This is an optimization exercise on Yosys and OpenROAD, whose aim is small area, not a production implementation.
At most, simulation tests tie the RTL to the original design; equivalence was not proved.
No activity file was given, so power comes from the tool's default toggle rates.

==> build 66 <==
## crypto_dimension
module crypto_dimension(
    input clk,
    input btns,
    input btnr,
    input btnd,
    input btnl,
    input btnu,
    input rst,
    input echo,
    input [15:0] sw,
    output led16_b,
    output led16_g,
    output led16_r,
    output led17_b,
    output led17_g,
    output led17_r,
    output trig,
    output [15:0] Led,
    output wire [7:0] seg,
    output wire [7:0] an
);
make LEC_CHECK=0 ABC_AREA=1 CAP_MARGIN=20 CORE_MARGIN=2 CORE_UTILIZATION=40 CTS_CLUSTER_DIAMETER=60 CTS_CLUSTER_SIZE=24 SLEW_MARGIN=20 finish   # period 250.0 ns
run.sh (not shown) runs the stock make flow with config.mk's settings and CLKGATE_MAP_FILE= SYNTH_SCRIPT=/design/flow/synth_recipe.tcl, a recipe that flattens the netlist after the stock synthesis.
==> trial 93 (differences from build 66) <==
--- a/flow/design.v
+++ b/flow/design.v
@@ -55,16 +55,16 @@
     input ech,
     output trg,
     output [10:0] dist_cm,
     output [3:0] dist_m,
     output [5:0] dist_ft,
-    output [8:0] dist_in,
-    output [10:0] next_cm,   
-    output [3:0] next_m,     
-    output [5:0] next_ft,
-    output [8:0] next_in
+    output [8:0] dist_in
 );
+    wire [10:0] next_cm;
+    wire [3:0] next_m;
+    wire [5:0] next_ft;
+    wire [8:0] next_in;
     reg [10:0] period_cnt;
     reg counting;
     reg [5:0] rem;       
     reg [10:0] quo;      
     reg [2:0] r5;        
@@ -85,31 +85,25 @@
     assign next_cm = counting ? g_cm : quo;
     assign next_m = counting ? g_m : qm;
     assign next_ft = counting ? g_ft : qf;
     assign next_in = counting ? g_in : qi;
     always @(posedge clk) begin
+        g_cm <= next_cm;
+        g_m <= next_m;
+        g_ft <= next_ft;
+        g_in <= next_in;
+    end
+    always @(posedge clk) begin
         if (~rst) begin
             period_cnt <= 0;
             counting <= 1'b0;
-            rem <= 0;
             quo <= 0;
-            r5 <= 0;
-            t20 <= 0;
-            t6 <= 0;
             qm <= 0;
             qf <= 0;
             qi <= 0;
-            g_cm <= 0;
-            g_m <= 0;
-            g_ft <= 0;
-            g_in <= 0;
         end else begin
             period_cnt <= (period_cnt == 11'd1999) ? 11'd0 : period_cnt + 11'd1;
-            g_cm <= next_cm;
-            g_m <= next_m;
-            g_ft <= next_ft;
-            g_in <= next_in;
             if (ech) begin
                 counting <= 1'b1;
                 if (~counting) begin
                     rem <= 6'd1;
                     quo <= 0;
@@ -259,14 +253,10 @@
     wire [3:0] dist_m;
     wire [5:0] dist_ft;
     wire [8:0] dist_in;
     wire s, r, d, l, u, d_long;
     wire r_next, l_next;
-    wire [10:0] cm_next;
-    wire [3:0] m_next;
-    wire [5:0] ft_next;
-    wire [8:0] in_next;
     reg rst_seen;
     reg [2:0] offset;
     reg [1:0] dat;
     reg [15:0] pw;
     reg auth;
@@ -341,11 +331,11 @@
     endfunction
     function [6:0] up_target;
         input [6:0] c;
         input [6:0] size;
         begin
-            if (c == 7'd0 || (c - 7'd1) > size)
+            if (c == 7'd0 || c == 7'd127)
                 up_target = size - 7'd1;
             else
                 up_target = c - 7'd1;
         end
     endfunction
@@ -353,12 +343,12 @@
     reg [15:0] orig_lo;
     reg [6:0] sid_m1, size, c1, c2, cur_n, sid_inc, sid_n, size_n, x_n, newest_n, second_n;
     reg full_n;
     reg [1:0] id_a, id_b;
     reg [10:0] fac, d0n, d1n, d2n, mc;
-    reg [1:0] units_la, ml_la, id_la;
-    reg [10:0] fac_la, ma_la, mb_la, mul_y;
+    reg [1:0] ml_la, id_la;
+    reg [10:0] ma_la, mb_la, mul_y;
     reg [18:0] mul_x, mul_out;
     reg [18:0] prod, hist_n, prev_n, sel_val;
     reg prev_fetch_n;
     reg [6:0] add_a, slot;
     reg [18:0] tap;
@@ -388,23 +378,23 @@
         d0n = (ss && id_a == 2'd0) ? fac : dim0;
         d1n = (ss && id_a == 2'd1) ? fac : dim1;
         d2n = (ss && id_a == 2'd2) ? fac : dim2;
         id_b = id_a + 2'd1;
         commit = ss && (id_b >= measurements_left);
-        mc = (measurements_left == 2'd1 || measurements_left == 2'd2) ? 11'd1
-             : (id_a == 2'd2) ? fac : dim2;
-        units_la = (r && auth && rst) ? sw[1:0] : units;
-        case (units_la)
-            2'd0: fac_la = {7'd0, m_next};
-            2'd1: fac_la = cm_next;
-            2'd2: fac_la = {5'd0, ft_next};
-            default: fac_la = {2'd0, in_next};
-        endcase
         ml_la = dimension + 2'd1;
         id_la = (rl || ((r_next | l_next) && auth_n)) ? 2'd0 : dimension_id;
-        ma_la = (id_la == 2'd0) ? fac_la : dim0;
-        mb_la = (ml_la == 2'd1) ? 11'd1 : (id_la == 2'd1) ? fac_la : dim1;
+        if (ml_la == 2'd1)
+            ma_la = (id_la == 2'd0) ? 11'd1 : dim0;
+        else
+            ma_la = (id_la == 2'd0) ? dim1 : dim0;
+        if (ml_la == 2'd1)
+            mb_la = 11'd1;
+        else if (ml_la == 2'd2)
+            mb_la = (id_la == 2'd2) ? dim1 : 11'd1;
+        else
+            mb_la = (id_la == 2'd2) ? dim1 : dim2;
+        mc = (id_a < measurements_left || measurements_left == 2'd0) ? fac : 11'd1;
         mul_x = s ? mul_lo : {8'd0, ma_la};
         mul_y = s ? mc : mb_la;
         mul_out = mul19x11(mul_x, mul_y);
         prod = mul_out;
         sid_inc = (storage_id == 7'd99) ? 7'd0 : storage_id + 7'd1;
@@ -444,11 +434,11 @@
             else
                 prev_n = sel_val;
         end else if (rl && !uu) begin
             prev_n = sel_val;
         end else if (uu || prev_fetch) begin
-            if (x_n >= 7'd100)
+            if (x_n == 7'd127)
                 prev_n = 19'd0;
             else if (x_n == newest_n)
                 prev_n = orig_data;
             else if (x_n == second_n)
                 prev_n = sec_data;
@@ -482,10 +472,11 @@
         end
     endgenerate
     always @(posedge clk) begin
         rot <= (rot >= 7'd99) ? 7'd0 : rot + 7'd1;
         mul_lo <= mul_out;
+        prev_data <= prev_n;
         pend_slot <= commit ? slot : slot_a;
         if (~rst) begin
             pend_a <= 1'b0;
             pend_b <= 1'b0;
         end else if (commit) begin
@@ -524,12 +515,11 @@
             l16 <= 0;
             storage_id <= 0;
             storage_full <= 1'b0;
             current <= 7'd127;
             orig_valid <= 1'b0;
-            prev_data <= 0;
-            prev_fetch <= 1'b0;
+            prev_fetch <= 1'b1;
             hist_val <= 0;
         end else begin
             rst_seen <= 1'b0;
             offset <= rst_seen ? 3'd7 : offset + 3'd1;
             if (units[1] ? (l16 == 2'b10) : (l16 == 2'b01)) begin
@@ -563,18 +553,16 @@
                 storage_id <= sid_n;
                 storage_full <= full_n;
             end
             current <= cur_n;
             hist_val <= hist_n;
-            prev_data <= prev_n;
             prev_fetch <= prev_fetch_n;
         end
     end
     debouncer dbs(clk, rst, btns, s, );
     debouncer dbr(clk, rst, btnr, r, r_next);
     debouncer dbl(clk, rst, btnl, l, l_next);
     debouncer dbu(clk, rst, btnu, u, );
     debouncer_long dbd(clk, rst, btnd, d, d_long);
-    sonic MEASUREMENT(clk, rst, echo, trig, good_data, dist_m, dist_ft, dist_in,
-                      cm_next, m_next, ft_next, in_next);
+    sonic MEASUREMENT(clk, rst, echo, trig, good_data, dist_m, dist_ft, dist_in);
     seg_dis DISP_SEG(offset, dat, dimension, hist_val ^ {3'd0, enc_mask}, seg, an);
 endmodule
==> flow/flow/run.sh (new file) <==
#!/bin/bash
# Own layout flow:
#  1. the standard synthesis (standard.sh synth), unchanged;
#  2. its combinational logic mapped again for area with Yosys and ABC
#     (remap.tcl, remap.abc); every register and tie cell stays as it is;
#  3. the standard layout from floorplan to finish on that netlist, with
#     the clock tree built without dummy loads (CTS_ARGS).
# Each tool's output goes to a log file of its own in the work folder.
set -euo pipefail
WORK=$(pwd)
RES=$WORK/orfs/results/$FLOW_PLATFORM/crypto_dimension/base
PLAT=$FLOW_HOME/platforms/$FLOW_PLATFORM

bash standard.sh synth > 1_synth_standard.log 2>&1
cp "$RES/1_2_yosys.v" "$WORK/1_2_yosys_standard.v"

export REMAP_LIB=$PLAT/lib/sky130_fd_sc_hd__tt_025C_1v80.lib
export REMAP_IN=$WORK/1_2_yosys_standard.v
export REMAP_TOP=$FLOW_TOP
export REMAP_ABC=$WORK/flow/remap.abc
export REMAP_OUT=$RES/1_2_yosys.v
export REMAP_DONT_USE="$(sed -n '/DONT_USE_CELLS += /,/^$/p' "$PLAT/config.mk" | tr -d '\\' | sed 's/export DONT_USE_CELLS += //' | tr '\n' ' ')"
yosys -c flow/remap.tcl > 1_remap.log 2>&1
rm -f "$RES/1_synth.odb" "$RES/1_synth.sdc"

export CTS_ARGS="-sink_clustering_enable -repair_clock_nets -sink_clustering_size 20 -sink_clustering_max_diameter 50 -buf_list sky130_fd_sc_hd__clkbuf_8 -dont_use_dummy_load"
bash standard.sh > 2_layout.log 2>&1
==> flow/flow/remap.abc (new file) <==
strash
&get -n
&fraig -x
&put
dch -f
amap
mfs2
strash
dch -f
amap
topo
==> flow/flow/remap.tcl (new file) <==
# Re-map the combinational logic of the standard synthesis netlist for area.
# Every register and tie cell is kept as it is (same instance, name and cell).
yosys -import
set lib $::env(REMAP_LIB)
read_liberty -ignore_miss_func $lib
read_verilog -noblackbox $::env(REMAP_IN)
hierarchy -top $::env(REMAP_TOP)
# the sequential and tie cells stay as they are
blackbox =sky130_fd_sc_hd__*df* =sky130_fd_sc_hd__*dl* =sky130_fd_sc_hd__conb_*
setattr -set keep 1 t:sky130_fd_sc_hd__*df* t:sky130_fd_sc_hd__*dl* t:sky130_fd_sc_hd__conb_*
flatten
opt_clean -purge
opt_expr
opt_clean -purge
set du {}
foreach c $::env(REMAP_DONT_USE) { lappend du -dont_use $c }
abc -liberty $lib {*}$du -script $::env(REMAP_ABC)
opt_clean -purge
splitnets
opt_clean -purge
hilomap -singleton -hicell sky130_fd_sc_hd__conb_1 HI -locell sky130_fd_sc_hd__conb_1 LO
insbuf -buf sky130_fd_sc_hd__buf_4 A X
opt_clean -purge
select -module $::env(REMAP_TOP)
stat -liberty $lib
write_verilog -noattr -nohex -nodec -selected $::env(REMAP_OUT)
==> flow/standard.sh (new file) <==
#!/bin/bash
# synth_recipe.tcl (not shown) runs the flow's synth.tcl, then flattens the netlist and writes it again
# the make line also repeats each setting of config.mk as NAME=value (left out here)
make -C /OpenROAD-flow-scripts/flow DESIGN_CONFIG=/design/flow/config.mk WORK_HOME=/design/flow/orfs CLKGATE_MAP_FILE= SYNTH_SCRIPT=/design/flow/synth_recipe.tcl "${@:-finish}"
- CTS_CLUSTER_DIAMETER: 60 -> default
- CTS_CLUSTER_SIZE: 24 -> default
removed: flow/run.sh
==> results.py <==
metrics = {
    "pwr": {
        "power_frac_comb_pct": 11.0,
        "p_leak_nw": 30.69,
        "p_seq_share_pct": 55.3,
    },
    "timing": {
        "fin_worst_skew_ps": 36.17,
        "tightest_slew_ps": 1156,
        "layout_setup_ws_ps": 148750,
    },
    "finish": {
        "clockBufferCount": 139,
        "multi_input_area_um2": 19750,
        "utilization_pct": 44.58,
        "multi_input_area_share_pct": 26.17,
        "n_antenna_cell": 0,
        "n_all_buffers": 128,
    },
    "yosys": {
        "async_flop_share_pct": 0,
        "synth_top_family_by_area": "simple AND/OR/NAND/NOR gates",
        "synth_seq_area_share_pct": 66.77,
    },
    "die": {
        "initial_core_util_pct": 40.24,
        "num_rows": 151,
    },
    "clock_tree": {
        "clk_latency_ps": 780,
    },
    "global_routing": {
        "first_global_vias": 40270,
    },
    "outcome": {
        "status": "finished clean",
    },
    "placed_design": {
        "dp_hpwl_mm": 95.72,
    },
}
Source of the figures above: build 66

==> results.py <==
metrics = {
    "die": {
        "die_h_um": 401.5,
        "initial_core_util_pct": 40.36,
        "num_rows": 145,
    },
    "finish": {
        "n_antenna_cell": 4,
        "n_all_buffers": 151,
        "inverters_excl_clock": 358,
        "multi_input_area_um2": 15780,
        "multi_input_area_share_pct": 22.80,
        "clockBufferCount": 152,
    },
    "clock_tree": {
        "clk_latency_ps": 900,
    },
    "timing": {
        "layout_setup_ws_ps": 148700,
        "fin_worst_skew_ps": 110.0,
        "tightest_slew_ps": 1141,
    },
    "placed_design": {
        "dp_hpwl_mm": 96.46,
    },
    "outcome": {
        "status": "finished clean",
    },
    "pwr": {
        "p_seq_share_pct": 65.4,
        "power_frac_comb_pct": 6.5,
    },
}
Source of the figures above: trial 93

For build 66, only the layout was checked, not whether the RTL still works.

## separate check: timing with driven ports
No port has a modelled driver above. Below, the same layouts with a new extraction and two added sets of constraints.
Step 1 (the two cells are an assumption about what drives the block):
set clk [get_ports {clk}]
set_driving_cell -lib_cell sky130_fd_sc_hd__clkbuf_16 $clk
set_driving_cell -lib_cell sky130_fd_sc_hd__buf_2 [delete_from_list [all_inputs] $clk]
Step 2 also shifts input and output timing later by t, the mid clock arrival at the registers, as if the neighbouring blocks saw the same clock.
a / b / c = no drivers / after step 1 / after step 2; a / b = the first two.
| run | t, ns | slack for setup (ns) | clock arrival spread, ns |
|---|---|---|---|
| build 66 | 0.856 | 148.752 / 148.722 / 148.722 | 0.041 / 0.040 |
| trial 93 | 0.923 | 148.701 / 148.675 / 148.675 | 0.139 / 0.139 |
After both steps setup and hold are still met in every run listed. For build 66, which loses most, drivers alone change the setup slack by -0.030 ns; drivers and shift together by -0.030 ns.
